What follows belongs to an exercise in optimizing a design on an open flow for small area; a production flow would make more cautious choices. RTL that was checked went through simulation tests only; none was proved equivalent to the original. No functional check of the RTL was part of run 1. The flow treats the clock pin as an ideal source, which a real chip does not have. Power figures rest on the tool's default switching activity, not on a simulated workload.

File: design/flow/config.mk
export PLATFORM = sky130hd
export DESIGN_NAME = BusHarness
export DESIGN_NICKNAME = BusHarness
export VERILOG_FILES = /design/flow/design.v
export SDC_FILE = /design/flow/constraint.sdc
export NUM_CORES = 4
export LEC_CHECK = 0
export ABC_AREA = 1
export CAP_MARGIN = 20
export CORE_AREA = 4 4 276 276
export DIE_AREA = 0 0 280 280
export PLACE_DENSITY = 0.6
export SLEW_MARGIN = 20
File: design/flow/constraint.sdc
create_clock -name core_clock -period 8.0 [get_ports {clk}]
set_input_delay 1.6000 -clock core_clock [delete_from_list [all_inputs] [get_ports {clk}]]
set_output_delay 1.6000 -clock core_clock [all_outputs]
set_load 0.01 [all_outputs]
File: design/flow/design.v
module BusHarness(input clk, input reset,
    input [31:0] io_jtag_haddr,
    input  io_jtag_hwrite,
    input [2:0] io_jtag_hsize,
    input [2:0] io_jtag_hburst,
    input [3:0] io_jtag_hprot,
    input [1:0] io_jtag_htrans,
    input  io_jtag_hmastlock,
    input [31:0] io_jtag_hwdata,
    output[31:0] io_jtag_hrdata,
    output io_jtag_hready,
    output io_jtag_hresp,
    input [31:0] io_dmem_haddr,
    input  io_dmem_hwrite,
    input [2:0] io_dmem_hsize,
    input [2:0] io_dmem_hburst,
    input [3:0] io_dmem_hprot,
    input [1:0] io_dmem_htrans,
    input  io_dmem_hmastlock,
    input [31:0] io_dmem_hwdata,
    output[31:0] io_dmem_hrdata,
    output io_dmem_hready,
    output io_dmem_hresp,
    input [31:0] io_imem_haddr,
    input  io_imem_hwrite,
    input [2:0] io_imem_hsize,
    input [2:0] io_imem_hburst,
    input [3:0] io_imem_hprot,
    input [1:0] io_imem_htrans,
    input  io_imem_hmastlock,
    input [31:0] io_imem_hwdata,
    output[31:0] io_imem_hrdata,
    output io_imem_hready,
    output io_imem_hresp,
    output[31:0] io_uart_paddr,
    output io_uart_pwrite,
    output io_uart_psel,
    output io_uart_penable,
    output[31:0] io_uart_pwdata,
    input [31:0] io_uart_prdata,
    input  io_uart_pready,
    input  io_uart_pslverr,
    output[31:0] io_spi_paddr,
    output io_spi_pwrite,
    output io_spi_psel,
    output io_spi_penable,
    output[31:0] io_spi_pwdata,
    input [31:0] io_spi_prdata,
    input  io_spi_pready,
    input  io_spi_pslverr,
    output[31:0] io_i2c_paddr,
    output io_i2c_pwrite,
    output io_i2c_psel,
    output io_i2c_penable,
    output[31:0] io_i2c_pwdata,
    input [31:0] io_i2c_prdata,
    input  io_i2c_pready,
    input  io_i2c_pslverr,
    output[31:0] io_datamem_haddr,
    output io_datamem_hwrite,
    output[2:0] io_datamem_hsize,
    output[2:0] io_datamem_hburst,
    output[3:0] io_datamem_hprot,
    output[1:0] io_datamem_htrans,
    output io_datamem_hmastlock,
    output[31:0] io_datamem_hwdata,
    input [31:0] io_datamem_hrdata,
    output io_datamem_hsel,
    output io_datamem_hreadyin,
    input  io_datamem_hreadyout,
    input  io_datamem_hresp,
    output[31:0] io_codemem_haddr,
    output io_codemem_hwrite,
    output[2:0] io_codemem_hsize,
    output[2:0] io_codemem_hburst,
    output[3:0] io_codemem_hprot,
    output[1:0] io_codemem_htrans,
    output io_codemem_hmastlock,
    output[31:0] io_codemem_hwdata,
    input [31:0] io_codemem_hrdata,
    output io_codemem_hsel,
    output io_codemem_hreadyin,
    input  io_codemem_hreadyout,
    input  io_codemem_hresp
);
  localparam W = 46;
  wire [31:0] m_hrdata_w [0:2];
  wire [2:0]  m_hresp_w;
  wire [W-1:0] io_m [0:2];
  assign io_m[0] = {io_jtag_hmastlock, io_jtag_hprot, io_jtag_hburst, io_jtag_hsize, io_jtag_hwrite, io_jtag_htrans, io_jtag_haddr};
  assign io_m[1] = {io_dmem_hmastlock, io_dmem_hprot, io_dmem_hburst, io_dmem_hsize, io_dmem_hwrite, io_dmem_htrans, io_dmem_haddr};
  assign io_m[2] = {io_imem_hmastlock, io_imem_hprot, io_imem_hburst, io_imem_hsize, io_imem_hwrite, io_imem_htrans, io_imem_haddr};
  wire [31:0] hw_m [0:2];
  assign hw_m[0] = io_jtag_hwdata;
  assign hw_m[1] = io_dmem_hwdata;
  assign hw_m[2] = io_imem_hwdata;
  wire [2:0]  s_rdy;
  wire [2:0]  s_resp;
  wire [31:0] s_rdata [0:2];
  reg  [2:0]   skb_valid;
  reg  [2:0]   dph [0:2];       
  reg  [W-1:0] buf_q [0:2];     
  reg  [2:0]   tgt_q [0:2];     
  reg  [2:0] hold [0:2];
  reg  [2:0] own  [0:2];
  wire [2:0] hold_any;
  assign hold_any[0] = hold[0][0] | hold[1][0] | hold[2][0];
  assign hold_any[1] = hold[0][1] | hold[1][1] | hold[2][1];
  assign hold_any[2] = hold[0][2] | hold[1][2] | hold[2][2];
  wire [W-1:0] req_m [0:2];     
  wire [2:0]   sel   [0:2];     
  wire [2:0]   rdy_ms [0:2];    
  wire [2:0]   mrdy;            
  wire [2:0]   skid;
  wire         apb_hold;
  wire [2:0]   hrdyin;
  genvar m, s;
  generate
    for (m = 0; m < 3; m = m + 1) begin : g_m
      wire use_buf = skb_valid[m] | hold_any[m] | (apb_hold & own[0][m]);
      assign req_m[m] = use_buf ? buf_q[m] : io_m[m];
      wire act = io_m[m][33:32] != 2'b00;
      wire [2:0] dec_io;
      assign dec_io[0] = act & (io_m[m][31:28] == 4'h3);
      assign dec_io[1] = act & (io_m[m][31:28] == 4'h2);
      assign dec_io[2] = act & (io_m[m][31:28] == 4'h0);
      assign sel[m] = skb_valid[m] ? tgt_q[m] : dec_io;
      for (s = 0; s < 3; s = s + 1) begin : g_s
        assign rdy_ms[m][s] = s_rdy[s] & (~hold[s][m] | own[s][m]);
      end
      assign mrdy[m] = ~(|dph[m]) | (|(dph[m] & rdy_ms[m]));
      assign skid[m] = (|dph[m]) & (|(sel[m] & ~rdy_ms[m]));
      assign hrdyin[m] = skb_valid[m] | mrdy[m];
      always @(posedge clk) begin
        buf_q[m] <= req_m[m];
        if (~use_buf) tgt_q[m] <= dec_io;
        if (reset) begin
          skb_valid[m] <= 1'b0;
          dph[m] <= 3'b000;
        end else if (mrdy[m]) begin
          skb_valid[m] <= skid[m];
          dph[m] <= sel[m];
        end
      end
    end
  endgenerate
  wire [2:0] m_hready = ~skb_valid & mrdy;
  wire [2:0]   grant [0:2];     
  wire [W-1:0] s_req [0:2];
  wire [31:0]  s_hwdata [0:2];
  generate
    for (s = 0; s < 3; s = s + 1) begin : g_p
      wire [2:0] rq;
      assign rq[0] = (sel[0][s] & hrdyin[0]) | hold[s][0];
      assign rq[1] = (sel[1][s] & hrdyin[1]) | hold[s][1];
      assign rq[2] = (sel[2][s] & hrdyin[2]) | hold[s][2];
      assign grant[s][0] = rq[0];
      assign grant[s][1] = ~rq[0] & rq[1];
      assign grant[s][2] = ~rq[0] & ~rq[1] & rq[2];
      assign s_req[s] = ({W{grant[s][0]}} & req_m[0]) | ({W{grant[s][1]}} & req_m[1]) | ({W{grant[s][2]}} & req_m[2]);
      assign s_hwdata[s] = ({32{own[s][0]}} & hw_m[0]) | ({32{own[s][1]}} & hw_m[1]) | ({32{own[s][2]}} & hw_m[2]);
      always @(posedge clk) begin
        if (reset) begin
          hold[s] <= 3'b000;
          own[s]  <= 3'b111;
        end else if (s_rdy[s]) begin
          hold[s] <= rq & ~grant[s];
          own[s]  <= grant[s];
        end
      end
    end
  endgenerate
  wire [2:0] s_hsel;
  assign s_hsel[0] = |grant[0];
  assign s_hsel[1] = |grant[1];
  assign s_hsel[2] = |grant[2];
  generate
    for (m = 0; m < 3; m = m + 1) begin : g_r
      wire [2:0] rs = dph[m] & {own[2][m], own[1][m], own[0][m]};
      assign m_hrdata_w[m] = ({32{rs[0]}} & s_rdata[0]) | ({32{rs[1]}} & s_rdata[1]) | ({32{rs[2]}} & s_rdata[2]);
      assign m_hresp_w[m] = |(rs & s_resp);
    end
  endgenerate
  reg  [1:0]  state;
  wire transfer = s_hsel[0] & s_rdy[0] & s_req[0][33];
  wire psel = state != 2'd0;
  wire penable = state == 2'd2;
  assign apb_hold = psel & ~s_rdy[0];
  wire [31:0] paddr_q = ({32{own[0][0]}} & buf_q[0][31:0]) | ({32{own[0][1]}} & buf_q[1][31:0]) | ({32{own[0][2]}} & buf_q[2][31:0]);
  wire pwrite_q = (own[0][0] & buf_q[0][34]) | (own[0][1] & buf_q[1][34]) | (own[0][2] & buf_q[2][34]);
  wire [2:0] ps;
  assign ps[0] = psel & (paddr_q[27:24] == 4'h2);
  assign ps[1] = psel & (paddr_q[27:24] == 4'h1);
  assign ps[2] = psel & (paddr_q[27:24] == 4'h0);
  wire pready = (ps[0] & io_uart_pready) | (ps[1] & io_spi_pready) | (ps[2] & io_i2c_pready);
  assign s_resp[0] = (ps[0] & io_uart_pslverr) | (ps[1] & io_spi_pslverr) | (ps[2] & io_i2c_pslverr);
  assign s_rdata[0] = ({32{ps[0]}} & io_uart_prdata) | ({32{ps[1]}} & io_spi_prdata) | ({32{ps[2]}} & io_i2c_prdata);
  assign s_rdy[0] = (state == 2'd0) | (penable & pready);
  always @(posedge clk) begin
    if (reset) state <= 2'd0;
    else if (state == 2'd2) state <= pready ? (transfer ? 2'd1 : 2'd0) : 2'd2;
    else if (state == 2'd1) state <= 2'd2;
    else if (transfer) state <= 2'd1;
  end
  assign io_uart_paddr = {~ps[0], ~ps[0], ps[0], ps[0], ~ps[0], ~ps[0], ps[0], ~ps[0], paddr_q[23:0]};
  assign io_spi_paddr  = {~ps[1], ~ps[1], ps[1], ps[1], ~ps[1], ~ps[1], ~ps[1], ps[1], paddr_q[23:0]};
  assign io_i2c_paddr  = {~ps[2], ~ps[2], ps[2], ps[2], ~ps[2], ~ps[2], ~ps[2], ~ps[2], paddr_q[23:0]};
  assign io_uart_pwrite = pwrite_q;
  assign io_spi_pwrite  = pwrite_q;
  assign io_i2c_pwrite  = pwrite_q;
  assign io_uart_psel = ps[0];
  assign io_spi_psel  = ps[1];
  assign io_i2c_psel  = ps[2];
  assign io_uart_penable = penable & ps[0];
  assign io_spi_penable  = penable & ps[1];
  assign io_i2c_penable  = penable & ps[2];
  assign io_uart_pwdata = s_hwdata[0];
  assign io_spi_pwdata  = s_hwdata[0];
  assign io_i2c_pwdata  = s_hwdata[0];
  assign s_rdy[1] = io_datamem_hreadyout;
  assign s_resp[1] = io_datamem_hresp;
  assign s_rdata[1] = io_datamem_hrdata;
  assign s_rdy[2] = io_codemem_hreadyout;
  assign s_resp[2] = io_codemem_hresp;
  assign s_rdata[2] = io_codemem_hrdata;
  assign {io_datamem_hmastlock, io_datamem_hprot, io_datamem_hburst, io_datamem_hsize, io_datamem_hwrite, io_datamem_htrans, io_datamem_haddr[27:0]} = {s_req[1][45:32], s_req[1][27:0]};
  assign io_datamem_haddr[31:28] = {~s_hsel[1], ~s_hsel[1], s_hsel[1], ~s_hsel[1]};
  assign io_datamem_hwdata = s_hwdata[1];
  assign io_datamem_hsel = s_hsel[1];
  assign io_datamem_hreadyin = io_datamem_hreadyout;
  assign {io_codemem_hmastlock, io_codemem_hprot, io_codemem_hburst, io_codemem_hsize, io_codemem_hwrite, io_codemem_htrans, io_codemem_haddr[27:0]} = {s_req[2][45:32], s_req[2][27:0]};
  assign io_codemem_haddr[31:28] = {4{~s_hsel[2]}};
  assign io_codemem_hwdata = s_hwdata[2];
  assign io_codemem_hsel = s_hsel[2];
  assign io_codemem_hreadyin = io_codemem_hreadyout;
  assign io_jtag_hready = m_hready[0];
  assign io_dmem_hready = m_hready[1];
  assign io_imem_hready = m_hready[2];
  assign io_jtag_hresp = m_hresp_w[0];
  assign io_dmem_hresp = m_hresp_w[1];
  assign io_imem_hresp = m_hresp_w[2];
  assign io_jtag_hrdata = m_hrdata_w[0];
  assign io_dmem_hrdata = m_hrdata_w[1];
  assign io_imem_hrdata = m_hrdata_w[2];
endmodule
File: design/flow/flow/run.sh
#!/bin/bash
# Standard ORFS layout with three changes:
#  - ABC maps the logic with an area-oriented script (flow/abc_area.script, used in
#    place of ORFS's abc_area.script; flip-flop mapping is untouched),
#  - port buffers use the smallest buffer cell (buf_1),
#  - after CTS, each clock buffer that drives flip-flops is sized to the smallest
#    clkbuf that keeps its flip-flops' clock slew low (flow/post_cts.tcl).
set -euo pipefail
W=$(pwd)
rm -rf "$W/orfs_scripts"
cp -r "$FLOW_HOME/scripts" "$W/orfs_scripts"
cp "$W/flow/abc_area.script" "$W/orfs_scripts/abc_area.script"
export SCRIPTS_DIR="$W/orfs_scripts"
export BUFFER_PORTS_ARGS="-buffer_cell sky130_fd_sc_hd__buf_1"
export POST_CTS_TCL="$W/flow/post_cts.tcl"
bash standard.sh finish > flow_make.log 2>&1
File: design/flow/flow/abc_area.script
strash
dch
amap
strash
dch
amap
topo
File: design/flow/flow/post_cts.tcl
# Size each clock-tree buffer to the smallest clkbuf whose clock pins keep a low slew.
set clk_slew_target 0.105
set clk_cands {sky130_fd_sc_hd__clkbuf_4 sky130_fd_sc_hd__clkbuf_8 sky130_fd_sc_hd__clkbuf_16}
proc clk_sink_slew {inst} {
  set worst 0.0
  set out [get_pins -of_objects $inst -filter "direction == output"]
  foreach p [get_pins -of_objects [get_nets -of_objects $out] -filter "direction == input"] {
    set s [get_property $p slew_max]
    if {$s > $worst} { set worst $s }
  }
  return $worst
}
estimate_parasitics -placement
set leaves {}
foreach inst [get_cells clkbuf_*] {
  set out [get_pins -of_objects $inst -filter "direction == output"]
  set ff 0
  foreach p [get_pins -of_objects [get_nets -of_objects $out] -filter "direction == input"] {
    if {[get_property $p is_clock]} { incr ff }
  }
  # only buffers that drive flip-flops directly
  set is_leaf 1
  foreach p [get_pins -of_objects [get_nets -of_objects $out] -filter "direction == input"] {
    if {[string match "*clkbuf*" [get_property [get_cells -of_objects $p] ref_name]]} { set is_leaf 0 }
  }
  if {$is_leaf} { lappend leaves $inst }
}
foreach inst $leaves {
  set orig [get_property $inst ref_name]
  foreach c $clk_cands {
    replace_cell $inst $c
    estimate_parasitics -placement
    set s [clk_sink_slew $inst]
    if {$s <= $clk_slew_target || $c eq [lindex $clk_cands end]} {
      puts "clock buffer [get_full_name $inst]: $orig -> $c (sink slew [format %.3f $s])"
      break
    }
  }
}

# legalize after the size changes
detailed_placement
check_placement -verbose
File: design/flow/standard.sh
#!/bin/bash
# synth_recipe.tcl (not shown) runs the flow's synth.tcl, then flattens the netlist and writes it again
# the make line also repeats each setting of config.mk as NAME=value (left out here)
make -C /OpenROAD-flow-scripts/flow DESIGN_CONFIG=/design/flow/config.mk WORK_HOME=/design/flow/orfs CLKGATE_MAP_FILE= SYNTH_SCRIPT=/design/flow/synth_recipe.tcl "${@:-finish}"
==> qor.yml, run 1 <==
cts_tree: "built"
syn_avg_cell_area_um2: 8.08
async_flop_share_pct: 0
final_hold_viol_count: 0
fp.dieW_um: 280
final_core_util_pct: 21.2
clk_pin_slew_ns: 0.10
syn-cell-area_um2: 11300
yosys.cell_types.count: 26
grt_use_met2_pct: 32.9
vias_per_cell: 5.11
period_share_pct: 91.7
cts.sinks: 164
remaining_drc_errors: 0
grt_util_met3_pct: 8.17
top_usage_layer: "met2"
grt_start_max_net_pins: 45
drt-total-wl_um: 84900
io_pins: 869
start_kind: "flip-flop"
synth_seq_area_share_pct: 29.9
gp_congestion: 0.991
synth_edf_count: 9
antenna_found_initial: 29
crit_family: "simple AND/OR/NAND/NOR gates"
min_path_type: "reg -> reg"
grt_pass1_vias: 14800
die-height_um: 280
post-route-min-period_ns: 7.34
slew_violations: 0
outcome: "timing/DRC/antenna clean"
start_util_pct: 15.4
groute.usage.overall_pct: 20.0
max_stage_delay_ns: 0.75
syn_inst: 1397
met1_usage_pct: 23.5
vias: 16200
grt_pass1_wl_um: 114000
timing.fmax_mhz: 136
fp-row-count: 99
yosys_warnings: 6
area_growth_pct: 37.8
cpMostUsedCell: "clkinv_1"
worstSetupPathType: "reg -> out"
cp_data_required_time_ns: 6.40
cp_num_buf_inv: 5
initialDrtViolationCount: 2427
port_buffers: 868
end_kind: "primary output"
first_pass_iters: 14
ir_worst_vdd_mv: 0.281
grt_setup_unrepaired: "no"
ys_seq_elements: 164
path_cells: "a222oi_1, nand2b_1, nor2_4, clkinv_1, nor2_1, a221oi_1, nand2_1, o21ai_0, o221ai_1, nor2_1, o21ai_0, clkinv_1, nand2_1, nor2_4, buf_4, nor2_2, clkinv_1, buf_1"
path_max_fanout: 39
finClkSkew_ns: 0.0219
leakagePower_nw: 4.64
dp_hpwl_um: 66700
cp.arrival_ns: 5.74
core_area_um2: 73200
ant_nets: 0
powerDensity_nw_per_um2: 507
maxCapViolCount: 0
slowest_stage: "a222oi_1"
insertion_delay_ns: 0.42
drive_gt1_share_pct: 4.06
fin_nets: 2584
worst_slew_pin_slew_ns: 1.02
grt.overflow.total: 0
finalSetupViolations: 0
die-area_um2: 78400
slew_headroom_pct: 31.8
routedWlPerCell_um: 26.9
setup_tns_ns: 0
yosys_most_used_dff: "dfxtp_1"
[layer usage]
layer / up-vias / part of all wire, %
li1: 6980 / -
met1: 7758 / 37
met2: 1247 / 47
met3: 164 / 13
met4: 12 / 3.4
met5: - / 0.093
[path summary, 6_finish.rpt]
| path | to | slack, ns | cells after the start | startpoint |
|---|---|---|---|---|
| worst max-delay path | io_codemem_hsel | 0.66 | 18 | own[0][2] |
| worst min-delay path | own[2][2] | 0.48 | 2 | own[2][2] |
| worst max register to register | own[2][1] | 3.18 | 13 | own[0][2] |
| worst min register to register | own[2][2] | 0.48 | 2 | own[2][2] |
[cells in the mapped netlist, types with 3 or more instances]
| cell | count | area [um2] |
|---|---|---|
| a22oi_1 | 84 | 631 |
| dfxtp_1 | 155 | 3100 |
| a22o_1 | 83 | 727 |
| a221oi_1 | 7 | 61.3 |
| a222oi_1 | 156 | 1560 |
| nor2_1 | 62 | 233 |
| or2_0 | 3 | 18.8 |
| nor2b_1 | 4 | 25.0 |
| clkinv_1 | 269 | 1010 |
| a21oi_1 | 20 | 100 |
| nand2_1 | 20 | 75.1 |
| nor3_1 | 10 | 50.1 |
| o22ai_1 | 54 | 338 |
| o22a_1 | 100 | 876 |
| a211oi_1 | 3 | 22.5 |
| o21ai_0 | 201 | 1010 |
| edfxtp_1 | 9 | 270 |
| buf_4 | 143 | 1070 |
| o221ai_1 | 5 | 43.8 |
[where the power goes]
| group | leakage [nW] | switching (mW) | total, mW | internal (mW) |
|---|---|---|---|---|
| combinational | 3.01 | 4.06 | 5.61 | 1.55 |
| sequential | 1.40 | 0.319 | 1.58 | 1.26 |
| clock | 0.226 | 0.393 | 0.695 | 0.302 |
| total | 4.64 | 4.77 | 7.89 | 3.11 |
[cell type report]
cell class,count,area [um2]
diodes,11,27.5
clock buffers,17,302
clock inverters,15,158
fillers,8397,57700
inverters,269,1010
multi-input cells,821,5940
flip-flops and latches,164,3390
well taps,959,1200
repair buffers,905,3540
[cell usage in the layout, fill, tap and decap left out, types with 4 or more instances in the layout]
cell / count
buf_1: 868
clkinv_1: 267
o21ai_0: 198
a222oi_1: 156
dfxtp_1: 150
o22a_1: 100
a22oi_1: 84
a22o_1: 83
nor2_1: 54
o22ai_1: 54
buf_4: 37
a21oi_1: 20
nand2_1: 19
diode_2: 11
clkbuf_8: 11
nor3_1: 9
edfxtp_1: 9
nor2_4: 7
a221oi_1: 7
clkbuf_16: 6
o221ai_1: 5
inv_6: 5
nor2b_1: 4
inv_8: 4
[stage by stage]
step                std cells  total power [mW]  hold slack (ns)  cell area [um2]  setup slack, ns
finish                   3161              7.89            0.483            15600            0.663
global route             3156              8.37            0.507            15500            0.138
detailed placement       3118              7.14            0.467            15100             1.00
global placement         3118              7.16            0.462            15100             1.15
floorplan                1397              4.91            0.454            11300            0.129
[state kept, by name, summed over array words and instances, names as in the netlist]
name / cells
dph: 9
state: 2
skb_valid: 3
hold: 6
tgt_q: 9
buf_q: 126
own: 9
[worst register-to-register path, cell delays in order (launching register included)]
cell	delay (ns)
dfxtp_4	0.47
a222oi_1	0.75
nand2b_1	0.28
nor2_4	0.15
clkinv_1	0.18
nor2_1	0.19
a221oi_1	0.09
nand2_1	0.42
o21ai_0	0.26
o221ai_1	0.46
nor2_1	0.17
o21ai_0	0.36
nand2_2	0.55
o221ai_1	0.41
[cell families (layout without fill, tap and decap cells)]
kind of cell,Yosys count,after routing,synth area share (%)
AOI/OAI and AO/OA,717,717,47.8
buffers and inverters,412,1206,18.5
DFF,164,164,29.9
other,0,11,0
and+or+nand+nor,104,104,3.83
==> run 2, diff against run 1 <==
--- a/design/flow/design.v
+++ b/design/flow/design.v
@@ -100,7 +100,6 @@
   reg  [2:0]   skb_valid;
   reg  [2:0]   dph [0:2];       
   reg  [W-1:0] buf_q [0:2];     
-  reg  [2:0]   tgt_q [0:2];     
   reg  [2:0] hold [0:2];
   reg  [2:0] own  [0:2];
   wire [2:0] hold_any;
@@ -124,7 +123,7 @@
       assign dec_io[0] = act & (io_m[m][31:28] == 4'h3);
       assign dec_io[1] = act & (io_m[m][31:28] == 4'h2);
       assign dec_io[2] = act & (io_m[m][31:28] == 4'h0);
-      assign sel[m] = skb_valid[m] ? tgt_q[m] : dec_io;
+      assign sel[m] = skb_valid[m] ? dph[m] : dec_io;
       for (s = 0; s < 3; s = s + 1) begin : g_s
         assign rdy_ms[m][s] = s_rdy[s] & (~hold[s][m] | own[s][m]);
       end
@@ -133,7 +132,6 @@
       assign hrdyin[m] = skb_valid[m] | mrdy[m];
       always @(posedge clk) begin
         buf_q[m] <= req_m[m];
-        if (~use_buf) tgt_q[m] <= dec_io;
         if (reset) begin
           skb_valid[m] <= 1'b0;
           dph[m] <= 3'b000;
--- a/design/flow/config.mk
+++ b/design/flow/config.mk
@@ -6,8 +6,8 @@
 export NUM_CORES = 4
 export LEC_CHECK = 0
 export ABC_AREA = 1
-export CAP_MARGIN = 20
+export CAP_MARGIN = 5
 export CORE_AREA = 4 4 276 276
 export DIE_AREA = 0 0 280 280
 export PLACE_DENSITY = 0.6
-export SLEW_MARGIN = 20
+export SLEW_MARGIN = 5
==> qor.yml, run 2 <==
syn_avg_cell_area_um2: 7.96  # -1.5%
maxCapViolCount: 0  # unchanged
slowest_stage: "nor2_1"
routedWlPerCell_um: 23.4  # -13%
start_util_pct: 15.0  # -0.38 points
antenna_found_initial: 12  # -59%
final_hold_viol_count: 0  # unchanged
layout_commonest_cell: "buf_1"
top_usage_layer: "met2"
synth_edf_count: 0  # -9
synth_top_area_share_pct: 28.2  # +0.70 points
port_buffers: 868  # unchanged
die-area_um2: 78400  # unchanged
grt_util_met3_pct: 4.84  # -3.3 points
fin_nets: 2568  # -0.62%
grt_pass1_vias: 14300  # -3.6%
dp_slack_ns: 0.852  # -0.149 ns
cts_tree: "built"
first_pass_iters: 14  # unchanged
largest_reg_flops: 126  # unchanged
ys_seq_elements: 155  # -5.5%
insertion_delay_ns: 0.41  # about the same
grt_pass1_wl_um: 101000  # -11%
period_share_pct: 92.9  # +1.2 points
syn_inst: 1383  # -1.0%
whs_ns: 0.495  # +0.0123 ns
async_flop_share_pct: 0  # unchanged
remaining_drc_errors: 0  # unchanged
initialDrtViolationCount: 2267  # -6.6%
synth_common_cells: "clkinv_1, o21ai_0, a222oi_1, dfxtp_1, buf_4"
vias_per_cell: 5.07  # -0.86%
powerDensity_nw_per_um2: 288  # -43%
slew_headroom_pct: 21.8  # -10 points
yosysTopAreaCell: "dfxtp_1"
groute.usage.overall_pct: 17.0  # -3.0 points
layout_common_cells: "buf_1, clkinv_1, o21ai_0"
cp.arrival_ns: 5.83  # +0.09 ns
finClkSkew_ns: 0.0131  # -0.00879 ns
end_kind: "primary output"
die-height_um: 280  # unchanged
ant_nets: 0  # unchanged
cts.sinks: 155  # -5.5%
fp-row-count: 99  # unchanged
area_growth_pct: 37.7  # about the same
cp_data_required_time_ns: 6.40  # about the same
top_regs: "buf_q: 126 flops, dph: 9 flops, own: 9 flops"
cpMostUsedCell: "clkinv_1"
grt.overflow.total: 0  # unchanged
gp_congestion: 0.925  # -6.7%
io_pins: 869  # unchanged
fp.dieW_um: 280  # unchanged
slew_violations: 0  # unchanged
synth_most_common_cell: "clkinv_1"
max_stage_delay_ns: 0.66  # -0.09 ns
path_max_fanout: 43  # +10%
synthTopCellsByArea: "dfxtp_1, a222oi_1, buf_4"
grt_setup_unrepaired: "no"
yosys_most_used_dff: "dfxtp_1"
dp_hpwl_um: 56100  # -16%
worst_slew_pin_slew_ns: 1.17  # +0.150 ns
yosys.cell_types.count: 28  # +7.7%
worstSetupPathType: "reg -> out"
ir_worst_vdd_mv: 0.163  # -42%
top_register: "buf_q"
finalSetupViolations: 0  # unchanged
vias: 15900  # -1.5%
setup_slack_ns: 0.568  # -0.0956 ns
min_path_type: "reg -> reg"
syn-cell-area_um2: 11000  # -2.5%
grt_use_met2_pct: 27.5  # -5.4 points
drt-total-wl_um: 73400  # -14%
synth_seq_area_share_pct: 28.2  # -1.7 points
grt_start_max_net_pins: 49  # +8.9%
outcome: "timing/DRC/antenna clean"
leakagePower_nw: 4.47  # -3.7%
path_cells: "a222oi_1, clkinv_1, or3_1, nor2_4, a222oi_1, o22ai_1, buf_4, clkinv_1, a21oi_1, o22ai_1, clkinv_1, nor2_1, o21ai_0, clkinv_1, nand3_1, inv_2, nor2_1, clkinv_1, buf_1"
timing.fmax_mhz: 135  # -1.3%
met1_usage_pct: 21.7  # -1.8 points
clk_pin_slew_ns: 0.09  # about the same
drive_gt1_share_pct: 3.63  # -0.43 points
start_kind: "flip-flop"
post-route-min-period_ns: 7.43  # +0.0956 ns
yosys_warnings: 5  # -1
setup_tns_ns: 0  # unchanged
core_area_um2: 73200  # unchanged
## run 2: cell count changes after synthesis, moves of 4 or more
| cell | change |
|---|---|
| o22ai_1 | -6 |
| o21ai_0 | +6 |
| a21oi_1 | +6 |
| nor2_1 | -14 |
| edfxtp_1 | -9 |
| nand3_1 | +4 |
## run 2: worst paths after layout
path | start | to | slack, ns | cells after the start
max | own[0][2] | io_codemem_hsel | 0.57 | 19
min | buf_q[1][36] | buf_q[1][36] | 0.49 | 2
max reg2reg | own[0][2] | own[1][2] | 3.09 | 17
min reg2reg | buf_q[1][36] | buf_q[1][36] | 0.49 | 2
## run 2: cell families after synthesis
logic type             Yosys count  share of synthesized area, %
flip-flops                     155                          28.2
AO/OA/AOI/OAI                  721                          49.2
AND/OR/NAND/NOR                 94                          3.72
buffers and inverters          413                          19.0
## run 2: critical path, delay by kind of cell (launching register included)
family / cells / cell delay (ns)
flops: 1 / 0.49
simple gates: 5 / 1.48
buf+inv: 8 / 1.84
compound gates: 6 / 1.60
## run 2: stage by stage
stage / area [um2] / total power [mW] / util (%) / cells
3_5_place_dp: 14800 / 3.74 / 20.2 / 3102
5_1_grt: 15200 / 4.62 / 20.7 / 3137
6_report: 15200 / 4.37 / 20.7 / 3140
3_3_place_gp: 14800 / 3.73 / 20.2 / 3102
2_1_floorplan: 11100 / 2.77 / - / 1383
## run 2: final cells by class
type,count,area [um2]
clock inverters,13,118
clock buffers,19,275
fillers,8380,58000
well taps,959,1200
diodes,6,15.0
flip-flops and latches,155,3110
inverters,270,1010
repair buffers,903,3530
multi-input cells,815,5890
## run 2: where the power goes
group / total [mW] / switching (mW) / leakage, nW / internal, mW
Clock: 0.618 / 0.335 / 0.201 / 0.283
Sequential: 1.20 / 0.171 / 1.30 / 1.03
Combinational: 2.55 / 1.80 / 2.97 / 0.747
Total: 4.37 / 2.31 / 4.47 / 2.06
## run 2: routing by layer
layer	routed length (um)	share of wire (%)	vias up
met1	28900	39	7616
met4	2320	3.2	8
met2	34000	46	1228
met5	51	0.070	-
met3	8170	11	119
li1	-	-	6944
==> run 3, diff against run 2 <==
--- a/design/flow/config.mk
+++ b/design/flow/config.mk
@@ -6,8 +6,8 @@
 export NUM_CORES = 4
 export LEC_CHECK = 0
 export ABC_AREA = 1
-export CAP_MARGIN = 5
+export CAP_MARGIN = 20
 export CORE_AREA = 4 4 276 276
 export DIE_AREA = 0 0 280 280
 export PLACE_DENSITY = 0.6
-export SLEW_MARGIN = 5
+export SLEW_MARGIN = 20
==> qor.yml, run 3 <==
fp-row-count: 99  # unchanged
outcome: "timing/DRC/antenna clean"
cp_data_required_time_ns: 6.40  # about the same
grt_start_max_net_pins: 49  # unchanged
met1_usage_pct: 21.4  # -0.31 points
min_path_type: "reg -> reg"
slew_headroom_pct: 23.5  # +1.8 points
synth_common_cells: "clkinv_1, o21ai_0, a222oi_1, dfxtp_1, buf_4"
path_cells: "a222oi_1, clkinv_1, or3_1, nor2_4, a222oi_1, o22ai_1, buf_4, clkinv_1, o21ai_0, nor2_1, nor2_4, clkinv_1, nand3_1, inv_2, nor2_1, clkinv_1, buf_1"
synth_most_common_cell: "clkinv_1"
first_pass_iters: 14  # unchanged
groute.usage.overall_pct: 17.0  # -0.068 points
start_kind: "flip-flop"
area_growth_pct: 37.5
fin_cells: 3141  # +0.032%
grt_pass1_wl_um: 101000  # -0.19%
grt_setup_unrepaired: "no"
cpMostUsedCell: "clkinv_1"
insertion_delay_ns: 0.41  # about the same
synth_edf_count: 0  # unchanged
worstSetupPathType: "reg -> out"
port_buffers: 868  # unchanged
maxCapViolCount: 0  # unchanged
final_core_util_pct: 20.7  # -0.022 points
fp.dieW_um: 280  # unchanged
grt_use_met2_pct: 27.4  # -0.11 points
grt_pass1_vias: 14400  # +0.73%
cp.arrival_ns: 5.76  # -0.07 ns
worst_slew_pin_slew_ns: 1.15  # -0.0266 ns
layout_common_cells: "buf_1, clkinv_1, o21ai_0"
synth_seq_area_share_pct: 28.2  # unchanged
finClkSkew_ns: 0.0235  # +0.0104 ns
ys_seq_elements: 155  # unchanged
period_share_pct: 92.0  # -0.87 points
nFillCells: 8353  # -0.32%
drive_gt1_share_pct: 3.59  # -0.044 points
antenna_found_initial: 12  # unchanged
async_flop_share_pct: 0  # unchanged
ir_worst_vdd_mv: 0.160  # -1.9%
io_pins: 869  # unchanged
slowest_stage: "nor2_1"
initialDrtViolationCount: 2232  # -1.5%
post-route-min-period_ns: 7.36  # -0.0698 ns
layout_commonest_cell: "buf_1"
fin_nets: 2568  # unchanged
yosys_most_used_dff: "dfxtp_1"
crit_family: "simple AND/OR/NAND/NOR gates"
yosys.cell_types.count: 28  # unchanged
placed_cells: 3102  # unchanged
path_max_fanout: 43  # unchanged
final_hold_viol_count: 0  # unchanged
top_regs: "buf_q: 126 flops, dph: 9 flops, own: 9 flops"
drt-total-wl_um: 73500  # +0.17%
vias: 15800  # -0.49%
cts_tree: "built"
largest_reg_flops: 126  # unchanged
grt.overflow.total: 0  # unchanged
slew_violations: 0  # unchanged
die-area_um2: 78400  # unchanged
max_stage_delay_ns: 0.66  # about the same
top_usage_layer: "met2"
setup_tns_ns: 0  # unchanged
cp_num_buf_inv: 7  # -1
core_area_um2: 73200  # unchanged
synthTopCellsByArea: "dfxtp_1, a222oi_1, buf_4"
syn-cell-area_um2: 11000  # unchanged
routedWlPerCell_um: 23.4  # +0.14%
leakagePower_nw: 4.46  # -0.43%
end_kind: "primary output"
gp_congestion: 0.925  # unchanged
power.total_mw: 4.34  # -0.56%
clk_pin_slew_ns: 0.08  # about the same
ant_nets: 0  # unchanged
finalSetupViolations: 0  # unchanged
start_util_pct: 15.0  # unchanged
cts.sinks: 155  # unchanged
grt_util_met3_pct: 5.10  # +0.26 points
yosysTopAreaCell: "dfxtp_1"
powerDensity_nw_per_um2: 287  # -0.46%
top_register: "buf_q"
yosys_warnings: 5  # unchanged
r2r_slack_ns: 3.12  # +0.03 ns
synth_top_area_share_pct: 28.2  # unchanged
syn_avg_cell_area_um2: 7.96  # unchanged
remaining_drc_errors: 0  # unchanged
dp_hpwl_um: 56100  # about the same
timing.fmax_mhz: 136  # +0.95%
vias_per_cell: 5.04  # -0.52%
die-height_um: 280  # unchanged
syn_inst: 1383  # unchanged
## run 3: changes by cell type in the layout (fill, tap and decap cells not counted)
cell,previous run,this run
diode_2,6,8
bufinv_16,1,0
clkinvlp_4,1,2
inv_6,2,3
and3_2,1,0
and3_4,0,1
inv_4,2,1
clkinv_2,3,2
## run 3: final timing paths
check,from,endpoint,cells past startpoint
max reg2reg,own[0][2],own[2][1],14
min reg2reg,buf_q[1][32],buf_q[1][32],2
min,buf_q[1][32],buf_q[1][32],2
max,own[0][2],io_codemem_hsel,17
## run 3: per-layer routing
| layer | routed length [um] | vias up |
|---|---|---|
| met4 | 2440 | 8 |
| met1 | 28700 | 7587 |
| met5 | 51 | - |
| met2 | 33900 | 1189 |
| li1 | - | 6938 |
| met3 | 8380 | 115 |
## run 3: where the power goes
part	total (mW)	switching, mW	internal (mW)
combinational	2.56	1.81	0.748
clock	0.585	0.334	0.251
sequential	1.20	0.172	1.03
total	4.34	2.32	2.03
## run 3: logic make-up after synthesis
logic type / count (synthesis) / synth area share (%)
simple gates: 94 / 3.72
compound gates: 721 / 49.2
flops: 155 / 28.2
buf+inv: 413 / 19.0
## run 3: per-stage QoR
| step | hold WS (ns) | instance area (um2) | setup WS, ns |
|---|---|---|---|
| 3_3_place_gp | 0.467 | 14800 | 0.769 |
| 6_report | 0.496 | 15100 | 0.637 |
| 2_1_floorplan | 0.454 | 11100 | 0.00980 |
| 5_1_grt | 0.515 | 15100 | 0.0416 |
| 3_5_place_dp | 0.473 | 14800 | 0.874 |
## run 3: worst register-to-register path: cells and delay by family, from the launching register on
| family | cells | cell delay, ns |
|---|---|---|
| and+or+nand+nor | 5 | 1.78 |
| DFF | 1 | 0.49 |
| AOI/OAI and AO/OA | 5 | 1.67 |
| buffers and inverters | 4 | 0.78 |
## run 3: area by class of cell
class,count,area [um2],share of cell area (%)
timing repair buffer,903,3530,23.3
sequential,155,3110,20.5
tap,959,1200,7.92
antenna,8,20.0,0.132
clock buffer,19,275,1.82
inverter,270,1010,6.69
clock inverter,12,92.6,0.611
multi-input combinational,815,5900,38.9
==> run 4, diff against run 3 <==
--- a/design/flow/flow/run.sh
+++ b/design/flow/flow/run.sh
@@ -13,4 +13,6 @@
 export SCRIPTS_DIR="$W/orfs_scripts"
 export BUFFER_PORTS_ARGS="-buffer_cell sky130_fd_sc_hd__buf_1"
 export POST_CTS_TCL="$W/flow/post_cts.tcl"
+# at floorplan, remove the synthesis buffers instead of a timing repair on wire-load models
+export REMOVE_ABC_BUFFERS=1
 bash standard.sh finish > flow_make.log 2>&1
==> qor.yml, run 4 <==
die-height_um: 280  # unchanged
start_util_pct: 15.0  # unchanged
ir_worst_vdd_mv: 0.148  # -7.9%
slew_headroom_pct: 27.3  # +3.8 points
timing.fmax_mhz: 133  # -2.0%
min_path_type: "reg -> reg"
p_switching_mw: 2.39  # +3.0%
cp_data_required_time_ns: 6.40  # about the same
syn_avg_cell_area_um2: 7.96  # unchanged
groute.usage.overall_pct: 17.6  # +0.60 points
drt-total-wl_um: 75400  # +2.6%
netSwitchingFraction_pct: 53.9  # +0.56 points
yosysTopAreaCell: "dfxtp_1"
grt_pass1_wl_um: 103000  # +2.1%
grt.overflow.total: 0  # unchanged
die-area_um2: 78400  # unchanged
async_flop_share_pct: 0  # unchanged
power_frac_seq_pct: 27.3  # -0.4 points
drive_gt1_share_pct: 3.77  # +0.19 points
cts_tree: "built"
layout_common_cells: "buf_1, clkinv_1, o21ai_0"
syn_inst: 1383  # unchanged
yosys_warnings: 5  # unchanged
top_register: "buf_q"
place_area_um2: 14700  # -0.24%
core_area_um2: 73200  # unchanged
setup_tns_ns: 0  # unchanged
grt_pass1_vias: 14700  # +2.5%
gp_congestion: 0.897  # -3.0%
start_kind: "flip-flop"
final_cell_area_um2: 15200  # +0.17%
nFillCells: 8373  # +0.24%
largest_reg_flops: 126  # unchanged
post-route-min-period_ns: 7.51  # +0.150 ns
synth_most_common_cell: "clkinv_1"
synthTopCellsByArea: "dfxtp_1, a222oi_1, buf_4"
clk_pin_slew_ns: 0.10  # +0.02 ns
cp.arrival_ns: 5.91  # +0.15 ns
fin_cells: 3141  # unchanged
vias_per_cell: 5.05  # about the same
fp.dieW_um: 280  # unchanged
outcome: "timing/DRC/antenna clean"
p_clk_share_pct: 14.6  # +1.1 points
yosys_most_used_dff: "dfxtp_1"
insertion_delay_ns: 0.41  # about the same
slew_violations: 0  # unchanged
layout_commonest_cell: "buf_1"
antenna_found_initial: 22  # +10
cts.sinks: 155  # unchanged
leakagePower_nw: 4.47  # +0.39%
first_pass_iters: 15  # +1
synth_top_area_share_pct: 28.2  # unchanged
maxCapViolCount: 0  # unchanged
ant_nets: 0  # unchanged
initialDrtViolationCount: 2639  # +18%
worstSetupPathType: "reg -> out"
remaining_drc_errors: 0  # unchanged
grt_setup_unrepaired: "no"
fin_nets: 2566  # -0.078%
pwr-share-comb_pct: 58.2  # -0.7 points
synth_edf_count: 0  # unchanged
syn-cell-area_um2: 11000  # unchanged
vias: 15800  # +0.069%
power.total_mw: 4.43  # +1.9%
worst_slew_pin_slew_ns: 1.09  # -0.0567 ns
path_max_fanout: 62  # +44%
finClkSkew_ns: 0.0166  # -0.00692 ns
ys_seq_elements: 155  # unchanged
io_pins: 869  # unchanged
final_hold_viol_count: 0  # unchanged
grt_start_max_net_pins: 63  # +29%
powerDensity_nw_per_um2: 292  # +1.7%
area_growth_pct: 37.7
placed_cells: 3100  # -0.064%
yosys.cell_types.count: 28  # unchanged
top_regs: "buf_q: 126 flops, dph: 9 flops, own: 9 flops"
period_share_pct: 93.9  # +1.9 points
dp_hpwl_um: 56700  # +1.1%
end_kind: "primary output"
synth_common_cells: "clkinv_1, o21ai_0, a222oi_1, dfxtp_1, buf_4"
internal-power_mw: 2.04  # +0.70%
port_buffers: 868  # unchanged
routedWlPerCell_um: 24.0  # +2.6%
finalSetupViolations: 0  # unchanged
final_core_util_pct: 20.7  # +0.034 points
fp-row-count: 99  # unchanged
synth_seq_area_share_pct: 28.2  # unchanged
==> run 4: cell counts after synthesis <==
No cell type changed its count.
==> run 4: final timing paths <==
path	to	slack (ns)	start	cells after the start
setup / recovery	io_datamem_hprot[3]	0.49	own[0][1]	18
hold / removal	buf_q[1][40]	0.49	buf_q[1][40]	2
setup reg to reg	own[1][2]	2.76	own[0][1]	15
hold reg to reg	buf_q[1][40]	0.49	buf_q[1][40]	2
==> run 4: per-layer routing <==
metal | global-route usage [%] | wire, um | up-vias
met2 | 29.2 | 35100 | 1257
met5 | 0 | 44 | -
met4 | 7.29 | 2820 | 6
met3 | 4.48 | 8210 | 151
met1 | 21.7 | 29200 | 7499
li1 | - | - | 6935
==> run 4: logic make-up (layout without fill, tap and decap cells) <==
logic type / count (synthesis) / count (layout) / synth area share [%]
AND/OR/NAND/NOR: 94 / 94 / 3.72
flip-flops: 155 / 155 / 28.2
AO/OA/AOI/OAI: 721 / 721 / 49.2
buffers and inverters: 413 / 1203 / 19.0
other: 0 / 9 / 0
==> run 4: power groups by stage <==
stage | registers (mW) | clock network (mW) | logic (mW)
2_1_floorplan | 1.18 | 0 | 1.35
3_3_place_gp | 1.22 | 0 | 2.54
3_5_place_dp | 1.22 | 0 | 2.55
5_1_grt | 1.24 | 0.693 | 2.75
6_report | 1.21 | 0.645 | 2.58
==> run 4: worst max-delay path: stages, from the launching register on <==
cell      delay, ns
dfxtp_4        0.53
a222oi_1       0.57
clkinv_1       0.25
or3_1          0.48
nor2_4         0.10
a222oi_1       0.13
o22ai_1        0.48
clkinv_1       0.37
nor2_1         0.23
a21oi_1        0.09
o21ai_0        0.11
a21oi_1        0.12
clkinv_1       0.12
nor2_1         0.09
o21ai_0        0.33
and3_4         0.75
a22oi_1        0.18
o21ai_1        0.28
buf_1          0.20
==> run 4: area by class of cell <==
type,instances,area [um2],share of cell area (%)
Clock inverter,14,146,0.965
Tap cell,959,1200,7.91
Sequential cell,155,3110,20.5
Timing Repair Buffer,901,3510,23.1
Multi-Input combinational cell,815,5890,38.8
Inverter,270,1020,6.70
Antenna cell,9,22.5,0.148
Clock buffer,18,272,1.79
==> run 4: metrics by stage <==
stage	hold WS [ns]	worst slack [ns]
final	0.492	0.488
after global placement	0.468	0.644
after floorplan	0.454	-2.80
after detailed placement	0.475	0.684
after global routing	0.519	0.0484
==> run 5, diff against run 4 <==
--- a/design/flow/design.v
+++ b/design/flow/design.v
@@ -101,7 +101,8 @@
   reg  [2:0]   dph [0:2];       
   reg  [W-1:0] buf_q [0:2];     
   reg  [2:0] hold [0:2];
-  reg  [2:0] own  [0:2];
+  reg  [2:0] drop;               
+  wire [2:0] own [0:2];
   wire [2:0] hold_any;
   assign hold_any[0] = hold[0][0] | hold[1][0] | hold[2][0];
   assign hold_any[1] = hold[0][1] | hold[1][1] | hold[2][1];
@@ -125,7 +126,8 @@
       assign dec_io[2] = act & (io_m[m][31:28] == 4'h0);
       assign sel[m] = skb_valid[m] ? dph[m] : dec_io;
       for (s = 0; s < 3; s = s + 1) begin : g_s
-        assign rdy_ms[m][s] = s_rdy[s] & (~hold[s][m] | own[s][m]);
+        assign own[s][m] = dph[m][s] & ~hold[s][m] & ~skb_valid[m] & ~drop[m];
+        assign rdy_ms[m][s] = s_rdy[s] & ~hold[s][m];
       end
       assign mrdy[m] = ~(|dph[m]) | (|(dph[m] & rdy_ms[m]));
       assign skid[m] = (|dph[m]) & (|(sel[m] & ~rdy_ms[m]));
@@ -135,9 +137,11 @@
         if (reset) begin
           skb_valid[m] <= 1'b0;
           dph[m] <= 3'b000;
+          drop[m] <= 1'b0;
         end else if (mrdy[m]) begin
           skb_valid[m] <= skid[m];
           dph[m] <= sel[m];
+          drop[m] <= ~(|dph[m]) & (|(sel[m] & ~s_rdy));
         end
       end
     end
@@ -160,10 +164,8 @@
       always @(posedge clk) begin
         if (reset) begin
           hold[s] <= 3'b000;
-          own[s]  <= 3'b111;
         end else if (s_rdy[s]) begin
           hold[s] <= rq & ~grant[s];
-          own[s]  <= grant[s];
         end
       end
     end
--- a/design/flow/config.mk
+++ b/design/flow/config.mk
@@ -9,5 +9,6 @@
 export CAP_MARGIN = 20
 export CORE_AREA = 4 4 276 276
 export DIE_AREA = 0 0 280 280
+export GPL_TIMING_DRIVEN = 0
 export PLACE_DENSITY = 0.6
 export SLEW_MARGIN = 20
==> qor.yml, run 5 <==
final_cell_area_um2: 15800  # +4.3%
top_register: "buf_q"
yosys_most_used_dff: "dfxtp_1"
met2WireLength_um: 45300  # +29%
yosysTopAreaCell: "dfxtp_1"
path_max_fanout: 35  # -44%
placed_cells: 3064  # -1.2%
grt_pass1_vias: 15100  # +3.0%
start_util_pct: 14.4  # -0.68 points
port_buffers: 868  # unchanged
area_growth_pct: 50.5
maxCapViolCount: 0  # unchanged
yosys.cell_types.count: 29  # +3.6%
io_pins: 869  # unchanged
outcome: "timing/DRC/antenna clean"
cpMostUsedCell: "buf_4"
insertion_delay_ns: 0.41  # about the same
finClkSkew_ns: 0.0218  # +0.00520 ns
period_share_pct: 94.8  # +0.93 points
dp_hpwl_um: 78700  # +39%
grt_pass1_wl_um: 128000  # +24%
clk_pin_slew_ns: 0.10  # about the same
final_hold_viol_count: 0  # unchanged
ys_seq_elements: 149  # -3.9%
synth_top_area_share_pct: 28.4  # +0.19 points
cp.arrival_ns: 5.99  # +0.08 ns
drive_gt1_share_pct: 8.29  # +4.5 points
cts.sinks: 149  # -3.9%
end_kind: "primary output"
synth_seq_area_share_pct: 28.4  # +0.19 points
whs_ns: 0.496  # +0.00431 ns
regArea_um2: 2990  # -4.1%
met1_length_um: 34700  # +19%
remaining_drc_errors: 0  # unchanged
slew_violations: 0  # unchanged
synthTopCellsByArea: "dfxtp_1, a222oi_1, a22oi_1"
top_regs: "buf_q: 126 flops, dph: 9 flops, hold: 6 flops"
fin_cells: 3143  # +0.064%
routedWlPerCell_um: 31.1  # +29%
layout_common_cells: "buf_1, clkinv_1, o21ai_0"
fin_nets: 2553  # -0.51%
fp-row-count: 99  # unchanged
fp.dieW_um: 280  # unchanged
nFillCells: 8366  # -0.084%
initialDrtViolationCount: 2580  # -2.2%
leakagePower_nw: 4.84  # +8.3%
async_flop_share_pct: 0  # unchanged
core_area_um2: 73200  # unchanged
dr_wl_met3_um: 11900  # +44%
cts_tree: "built"
vias_per_cell: 5.21  # +3.2%
vias: 16400  # +3.2%
post-route-min-period_ns: 7.59  # +0.0747 ns
multiInputGateArea_um2: 5960  # +1.2%
gp_congestion: 0.950  # +5.9%
largest_reg_flops: 126  # unchanged
top_layer: "met5"
first_pass_iters: 12  # -3
synth_common_cells: "clkinv_1, o21ai_0, a22oi_1, a222oi_1, dfxtp_1"
die-area_um2: 78400  # unchanged
synth_edf_count: 0  # unchanged
max_stage_delay_ns: 0.39  # -0.36 ns
antenna_found_initial: 40  # +82%
slowest_stage: "dfxtp_2"
grt.overflow.total: 0  # unchanged
powerDensity_nw_per_um2: 367  # +26%
grt_start_max_net_pins: 36  # -43%
yosys_warnings: 4  # -1
slew_headroom_pct: 22.0  # -5.3 points
drt-total-wl_um: 97700  # +30%
synth_most_common_cell: "clkinv_1"
min_path_type: "reg -> reg"
syn-cell-area_um2: 10500  # -4.5%
groute.usage.overall_pct: 23.1  # +5.6 points
die-height_um: 280  # unchanged
ant_nets: 0  # unchanged
worst_slew_pin_slew_ns: 1.17  # +0.0792 ns
cp_data_required_time_ns: 6.40  # about the same
place_area_um2: 15000  # +1.6%
syn_avg_cell_area_um2: 8.03  # +0.88%
syn_inst: 1309  # -5.4%
layout_commonest_cell: "buf_1"
start_kind: "flip-flop"
worstSetupPathType: "reg -> out"
timing.fmax_mhz: 132  # -0.98%
finalSetupViolations: 0  # unchanged
ir_worst_vdd_mv: 0.157  # +6.2%
[run 5: cell types whose count changed after synthesis, sizes merged, moves of 6 or more]
cell and delta:
a21oi -13, a22oi +100, clkinv -63, dfxtp -6
nand2 -11, nor2 +19, nor3 +7, o21ai -12
o22a -98
[run 5: kinds of logic after synthesis]
group,count (synthesis),share of synthesized area (%)
buffers and inverters,350,17.6
AO/OA/AOI/OAI,702,49.5
AND/OR/NAND/NOR,108,4.49
flip-flops,149,28.4
[run 5: through the flow]
stage                     setup slack [ns]  power, mW  setup TNS (ns)  util [%]
after floorplan                      -6.21       2.94        -1345.03         -
after detailed placement             -1.87       4.97         -153.07      20.4
after global routing               -0.0353       6.09          -0.124      21.6
final                                0.413       5.81               0      21.6
after global placement              -21.94       4.77        -6807.95      19.0
[run 5: final cells by class]
| class | instances | area share [%] |
|---|---|---|
| inverters | 207 | 5.24 |
| repair buffers | 961 | 27.6 |
| clock inverters | 14 | 0.728 |
| diodes | 24 | 0.380 |
| clock buffers | 18 | 1.92 |
| multi-input cells | 811 | 37.7 |
| well taps | 959 | 7.58 |
| flip-flops and latches | 149 | 18.9 |
[run 5: worst max-delay path: cells and delay by family (launching register included)]
family          cells  cell delay [ns]
buf+inv            12             2.32
simple gates       12             1.88
compound gates      5             0.85
flops               1             0.39
[run 5: final timing paths]
kind	start	endpoint	slack [ns]	cells after the start
max	skb_valid[1]	io_datamem_hwrite	0.41	29
min	buf_q[1][32]	buf_q[1][32]	0.50	2
max reg2reg	skb_valid[1]	state[0]	2.32	25
min reg2reg	buf_q[1][32]	buf_q[1][32]	0.50	2
[run 5: per-layer routing]
layer  vias up  global-route usage (%)
li1       6917                       -
met1      7839                    26.3
met2      1375                    38.1
met3       220                    8.63
met4        10                    11.7
met5         -                    1.28
[run 5: power by group]
part	total [mW]	internal [mW]	switching (mW)
sequential	1.13	0.998	0.137
combinational	4.02	1.21	2.81
clock	0.653	0.287	0.366
==> run 6, diff against run 5 <==
--- a/design/flow/flow/run.sh
+++ b/design/flow/flow/run.sh
@@ -13,6 +13,4 @@
 export SCRIPTS_DIR="$W/orfs_scripts"
 export BUFFER_PORTS_ARGS="-buffer_cell sky130_fd_sc_hd__buf_1"
 export POST_CTS_TCL="$W/flow/post_cts.tcl"
-# at floorplan, remove the synthesis buffers instead of a timing repair on wire-load models
-export REMOVE_ABC_BUFFERS=1
 bash standard.sh finish > flow_make.log 2>&1
--- a/design/flow/config.mk
+++ b/design/flow/config.mk
@@ -9,6 +9,5 @@
 export CAP_MARGIN = 20
 export CORE_AREA = 4 4 276 276
 export DIE_AREA = 0 0 280 280
-export GPL_TIMING_DRIVEN = 0
 export PLACE_DENSITY = 0.6
 export SLEW_MARGIN = 20
==> qor.yml, run 6 <==
outcome: "timing/DRC/antenna clean"
initialDrtViolationCount: 2706  # +4.9%
synthXorXnorAreaFrac_pct: 0  # unchanged
ir_worst_vdd_mv: 0.164  # +4.6%
grt.overflow.total: 0  # unchanged
synthTopCellsByArea: "dfxtp_1, a222oi_1, a22oi_1"
grt_pass1_vias: 14800  # -2.4%
synth_edf_count: 0  # unchanged
yosysTopAreaCell: "dfxtp_1"
top_register: "buf_q"
top_regs: "buf_q: 126 flops, dph: 9 flops, hold: 6 flops"
r2r_cells: 20  # -20%
yosys.cell_types.count: 29  # unchanged
setup_tns_ns: 0  # unchanged
period_share_pct: 93.4  # -1.4 points
synth_top_area_share_pct: 28.4  # unchanged
slowest_stage: "dfxtp_1"
vias: 16400  # -0.061%
gp_congestion: 0.985  # +3.7%
largest_reg_flops: 126  # unchanged
path_max_fanout: 43  # +23%
worstSetupPathType: "reg -> out"
fin_nets: 2497  # -2.2%
remaining_drc_errors: 0  # unchanged
layout_commonest_cell: "buf_1"
max_stage_delay_ns: 0.46  # +0.07 ns
finClkSkew_ns: 0.0217  # -0.0000922 ns
finalSetupViolations: 0  # unchanged
timing.fmax_mhz: 134  # +1.5%
post-route-min-period_ns: 7.47  # -0.116 ns
core_area_um2: 73200  # unchanged
ys_seq_elements: 149  # unchanged
synth_most_common_cell: "clkinv_1"
async_flop_share_pct: 0  # unchanged
grt_pass1_wl_um: 130000  # +1.8%
layout_common_cells: "buf_1, clkinv_1, o21ai_0"
die-area_um2: 78400  # unchanged
routedWlPerCell_um: 32.5  # +4.7%
cts_tree: "built"
maxCapViolCount: 0  # unchanged
fp.dieW_um: 280  # unchanged
io_pins: 869  # unchanged
grt_setup_unrepaired: "no"
clk_pin_slew_ns: 0.08  # -0.02 ns
first_pass_iters: 14  # +2
crit_cells: 25  # -14%
synth-adder-area-share_pct: 0  # unchanged
regArea_um2: 2980  # about the same
synth_seq_area_share_pct: 28.4  # unchanged
holdPathStages: 2  # unchanged
die-height_um: 280  # unchanged
start_util_pct: 14.4  # unchanged
powerDensity_nw_per_um2: 374  # +2.0%
worst_slew_pin_slew_ns: 1.09  # -0.0809 ns
start_kind: "flip-flop"
yosys_warnings: 4  # unchanged
port_buffers: 868  # unchanged
end_kind: "primary output"
synthSimpleGateAreaFrac_pct: 4.49  # unchanged
syn_avg_cell_area_um2: 8.03  # unchanged
yosys_most_used_dff: "dfxtp_1"
final_hold_viol_count: 0  # unchanged
synth_common_cells: "clkinv_1, o21ai_0, a22oi_1, a222oi_1, dfxtp_1"
cp.arrival_ns: 5.87  # -0.12 ns
fp-row-count: 99  # unchanged
antenna_found_initial: 35  # -13%
syn_inst: 1309  # unchanged
dp_hpwl_um: 80600  # +2.4%
insertion_delay_ns: 0.41  # about the same
area_growth_pct: 41.4
multiInputGateArea_um2: 5880  # -1.4%
drive_gt1_share_pct: 4.90  # -3.4 points
cp_data_required_time_ns: 6.40  # about the same
slew_headroom_pct: 27.4  # +5.4 points
grt_start_max_net_pins: 66  # +83%
nFillCells: 8589  # +2.7%
whs_ns: 0.497  # +0.000463 ns
vias_per_cell: 5.31  # +1.9%
ant_nets: 0  # unchanged
min_path_type: "reg -> reg"
synth_compound_area_share_pct: 49.5  # unchanged
synth_top_family_by_area: "compound AO/OA/AOI/OAI gates"
cp_num_buf_inv: 10  # -2
cts.sinks: 149  # unchanged
synthMuxAreaShare_pct: 0  # unchanged
cpMostUsedCell: "clkinv_1"
groute.usage.overall_pct: 23.7  # +0.52 points
syn-cell-area_um2: 10500  # unchanged
drt-total-wl_um: 100000  # +2.6%
slew_violations: 0  # unchanged
leakagePower_nw: 4.39  # -9.4%
crit_family: "buffers and inverters"
-- run 6: cell types whose count changed in the layout (fill, tap and decap cells not counted), moves of 4 or more --
cell | before | now
buf_12 | 20 | 1
buf_4 | 59 | 37
diode_2 | 24 | 18
clkinv_1 | 197 | 201
nor2_4 | 13 | 9
buf_1 | 864 | 868
nor2_1 | 52 | 56
buf_16 | 7 | 0
clkinv_4 | 7 | 2
-- run 6: stage by stage --
step	total power, mW	instances	util (%)	setup WS (ns)	cell area [um2]
floorplan	3.26	1309	-	0.0317	10700
global placement	4.82	3031	19.7	0.847	14400
detailed placement	4.82	3031	19.7	0.745	14400
global route	5.83	3073	20.3	0.0382	14800
finish	5.57	3081	20.3	0.529	14900
-- run 6: worst register-to-register path, delay by kind of cell, from the launching register on --
family	cells	cell delay [ns]
buf+inv	6	2.32
simple gates	8	1.36
flops	1	0.39
compound gates	6	1.37
-- run 6: worst paths after layout --
kind                start              endpoint  slack [ns]
max          skb_valid[2]  io_codemem_haddr[27]        0.53
min reg2reg  buf_q[1][38]          buf_q[1][38]        0.50
min          buf_q[1][38]          buf_q[1][38]        0.50
max reg2reg  skb_valid[1]              state[0]        2.42
-- run 6: cell type report --
cell class,count,area share (%)
clock buffers,18,1.90
multi-input cells,810,39.5
clock inverters,14,0.959
repair buffers,906,23.9
flip-flops and latches,149,20.1
inverters,207,5.25
diodes,18,0.303
well taps,959,8.07
-- run 6: report_power, final --
group / total [mW] / leakage [nW] / switching, mW / internal (mW)
Clock: 0.661 / 0.215 / 0.358 / 0.303
Sequential: 1.17 / 1.25 / 0.169 / 0.997
Combinational: 3.74 / 2.92 / 2.74 / 0.996
-- run 6: logic make-up after synthesis --
logic type / Yosys count
AOI/OAI and AO/OA: 702
buffers and inverters: 350
DFF: 149
and+or+nand+nor: 108
-- run 6: metal layers --
metal / GRT usage (%) / share of wire [%] / up-vias
met3: 8.13 / 12 / 242
met5: 0 / 0.057 / -
li1: - / - / 6787
met1: 27.9 / 37 / 7846
met4: 10.5 / 5.4 / 8
met2: 39.0 / 46 / 1468
==> run 7, diff against run 6 <==
==> design/flow/flow/abc_area.script (replaced) <==
strash
dch
amap -F 4 -A 10
strash
dch
amap -F 4 -A 10
topo
--- a/design/flow/flow/post_cts.tcl
+++ b/design/flow/flow/post_cts.tcl
@@ -1,5 +1,5 @@
 # Size each clock-tree buffer to the smallest clkbuf whose clock pins keep a low slew.
-set clk_slew_target 0.105
+set clk_slew_target 0.115
 set clk_cands {sky130_fd_sc_hd__clkbuf_4 sky130_fd_sc_hd__clkbuf_8 sky130_fd_sc_hd__clkbuf_16}
 proc clk_sink_slew {inst} {
   set worst 0.0
==> qor.yml, run 7 <==
outcome: "timing/DRC/antenna clean"
yosys_most_used_dff: "dfxtp_1"
cts.sinks: 149  # unchanged
insertion_delay_ns: 0.42  # about the same
power.total_mw: 5.58  # +0.17%
cp_num_buf_inv: 9  # -1
syn-cell-area_um2: 10600  # +0.37%
cp.arrival_ns: 6.03  # +0.16 ns
post-route-min-period_ns: 7.63  # +0.154 ns
synth_edf_count: 0  # unchanged
fp-row-count: 99  # unchanged
synth_compound_area_share_pct: 48.8  # -0.77 points
layout_commonest_cell: "buf_1"
fin_nets: 2454  # -1.7%
yosys_warnings: 4  # unchanged
nFillCells: 8410  # -2.1%
start_util_pct: 14.4  # +0.053 points
period_share_pct: 95.3  # +1.9 points
die-area_um2: 78400  # unchanged
synth-adder-area-share_pct: 0  # unchanged
whs_ns: 0.509  # +0.0120 ns
min_path_type: "reg -> reg"
grt.overflow.total: 0  # unchanged
cts_tree: "built"
synth_most_common_cell: "clkinv_1"
path_max_fanout: 45  # +4.7%
slowest_stage: "nor2_4"
vias: 16400  # +0.19%
path_cells: "or2_0, nor3_4, clkinv_2, a21oi_1, nor2_1, o221ai_1, nand2b_1, nor2_4, clkinv_1, buf_4, nor2_1, a21oi_1, nand2_1, buf_4, a21oi_1, clkinv_1, nor2_1, nor2b_4, buf_4, nor2_4, buf_4, a222oi_1, clkinv_1, buf_1"
port_buffers: 868  # unchanged
die-height_um: 280  # unchanged
setup_slack_ns: 0.375  # -0.154 ns
remaining_drc_errors: 0  # unchanged
fp.dieW_um: 280  # unchanged
ir_worst_vdd_mv: 0.190  # +16%
synthMuxAreaShare_pct: 0  # unchanged
yosys.cell_types.count: 27  # -6.9%
r2r_slack_ns: 3.22  # +0.80 ns
synthTopCellsByArea: "dfxtp_1, a222oi_1, a22o_1"
yosysTopAreaCell: "dfxtp_1"
top_register: "buf_q"
routedWlPerCell_um: 32.0  # -1.5%
drt-total-wl_um: 97300  # -3.0%
setup_tns_ns: 0  # unchanged
vias_per_cell: 5.40  # +1.7%
top_regs: "buf_q: 126 flops, dph: 9 flops, hold: 6 flops"
placed_cells: 2984  # -1.6%
synth_seq_area_share_pct: 28.3  # -0.10 points
gp_congestion: 0.955  # -3.1%
fin_cells: 3036  # -1.5%
largest_reg_flops: 126  # unchanged
layout_common_cells: "buf_1, clkinv_1, a222oi_1"
syn_inst: 1261  # -3.7%
initialDrtViolationCount: 3084  # +14%
dp_hpwl_um: 78400  # -2.7%
finalSetupViolations: 0  # unchanged
grt_pass1_wl_um: 127000  # -2.2%
finClkSkew_ns: 0.0328  # +0.0112 ns
crit_family: "simple AND/OR/NAND/NOR gates"
cpMostUsedCell: "buf_4"
clk_pin_slew_ns: 0.11  # +0.03 ns
antenna_found_initial: 45  # +29%
powerDensity_nw_per_um2: 371  # -0.81%
final_hold_viol_count: 0  # unchanged
groute.usage.overall_pct: 23.0  # -0.66 points
synthSimpleGateAreaFrac_pct: 3.97  # -0.51 points
synth_common_cells: "clkinv_1, a222oi_1, dfxtp_1, buf_4, a22o_1"
end_kind: "primary output"
slew_violations: 0  # unchanged
max_stage_delay_ns: 0.92  # +0.46 ns
ys_seq_elements: 149  # unchanged
first_pass_iters: 12  # -2
async_flop_share_pct: 0  # unchanged
dp_slack_ns: 0.604  # -0.141 ns
worst_slew_pin_slew_ns: 1.17  # +0.0765 ns
cp_data_required_time_ns: 6.40  # about the same
grt_start_max_net_pins: 59  # -11%
multiInputGateArea_um2: 5730  # -2.4%
ant_nets: 0  # unchanged
worstSetupPathType: "reg -> out"
synthXorXnorAreaFrac_pct: 0  # unchanged
syn_avg_cell_area_um2: 8.37  # +4.2%
synth_top_family_by_area: "compound AO/OA/AOI/OAI gates"
io_pins: 869  # unchanged
regArea_um2: 2980  # unchanged
leakagePower_nw: 4.61  # +5.0%
drive_gt1_share_pct: 5.39  # +0.49 points
synth_top_area_share_pct: 28.3  # -0.10 points
area_growth_pct: 42.3
timing.fmax_mhz: 131  # -2.0%
core_area_um2: 73200  # unchanged
slew_headroom_pct: 22.3  # -5.1 points
start_kind: "flip-flop"
maxCapViolCount: 0  # unchanged
grt_pass1_vias: 14800  # -0.095%
[run 7: cell count changes in the layout (fill, tap and decap cells not counted), moves of 7 or more]
| cell | before | now |
|---|---|---|
| a222oi_1 | 157 | 241 |
| o22ai_1 | 47 | 11 |
| nor2_1 | 56 | 43 |
| buf_1 | 868 | 860 |
| a22oi_1 | 186 | 101 |
| clkinv_1 | 201 | 241 |
| a22o_1 | 83 | 123 |
| a21oi_1 | 11 | 18 |
| buf_4 | 37 | 48 |
| o21ai_0 | 189 | 113 |
[run 7: final cells by class]
type	count	share of cell area [%]
flip-flops and latches	149	19.9
multi-input cells	721	38.2
well taps	959	7.99
clock inverters	15	1.19
diodes	16	0.267
inverters	248	6.26
clock buffers	17	1.93
repair buffers	911	24.3
[run 7: cells by family after synthesis]
logic type / count (synthesis)
simple gates: 93
compound gates: 628
flops: 149
buf+inv: 391
[run 7: final timing paths]
kind | from | to | depth (start not counted)
max | skb_valid[2] | io_codemem_haddr[18] | 24
min | buf_q[0][32] | buf_q[0][32] | 1
max reg2reg | skb_valid[2] | state[0] | 21
min reg2reg | buf_q[0][32] | buf_q[0][32] | 1
[run 7: through the flow]
step	cell area [um2]	utilization, %
global placement	14400	19.7
detailed placement	14500	19.8
finish	15000	20.5
global route	15000	20.5
floorplan	10700	-
[run 7: layer usage]
metal / vias to the layer above / global-route usage, % / share of wire [%]
li1: 6720 / - / -
met1: 7924 / 27.3 / 37
met2: 1491 / 37.2 / 46
met3: 235 / 8.95 / 12
met4: 12 / 9.55 / 5.0
met5: - / 0 / 0.082
[run 7: power breakdown]
part           internal [mW]  switching (mW)  total, mW  leakage, nW
clock                  0.298           0.418      0.716        0.233
sequential              1.01           0.170       1.18         1.25
combinational           1.01            2.67       3.68         3.12

-- re-timing with driven ports --
How much do the figures lean on ideal ports? The routed layouts below were timed once more, with nothing changed but the port constraints. Step 1: set_driving_cell puts a clkbuf_16 on clk and a buf_2 on each other input, an assumption about the parent block. Step 2, shift: input delay + t, output delay - t, t = (earliest + latest rising clock arrival at the registers) / 2. This alone moves slack from input paths to output paths. a / b / c = no drivers / after step 1 / after step 2; a / b = the first two.
| run | shift t [ns] | slack for setup (ns) | latest minus earliest clock arrival (ns) | slew at the worst register clock pin (ns) | pins driven straight from the clock port |
|---|---|---|---|---|---|
| run 1 | 0.459 | 0.663 / 0.611 / 1.070 | 0.022 / 0.022 | 0.10 / 0.10 | 1 |
| run 2 | 0.449 | 0.568 / 0.518 / 0.967 | 0.020 / 0.020 | 0.09 / 0.09 | 1 |
| run 3 | 0.448 | 0.637 / 0.589 / 1.037 | 0.023 / 0.024 | 0.10 / 0.10 | 1 |
| run 4 | 0.450 | 0.488 / 0.437 / 0.887 | 0.018 / 0.018 | 0.10 / 0.10 | 1 |
| run 5 | 0.445 | 0.413 / 0.366 / 0.811 | 0.022 / 0.021 | 0.10 / 0.10 | 1 |
| run 6 | 0.448 | 0.529 / 0.482 / 0.929 | 0.021 / 0.021 | 0.10 / 0.10 | 1 |
| run 7 | 0.450 | 0.375 / 0.327 / 0.777 | 0.033 / 0.033 | 0.12 / 0.12 | 1 |
After both steps setup and hold are still met in every run listed.
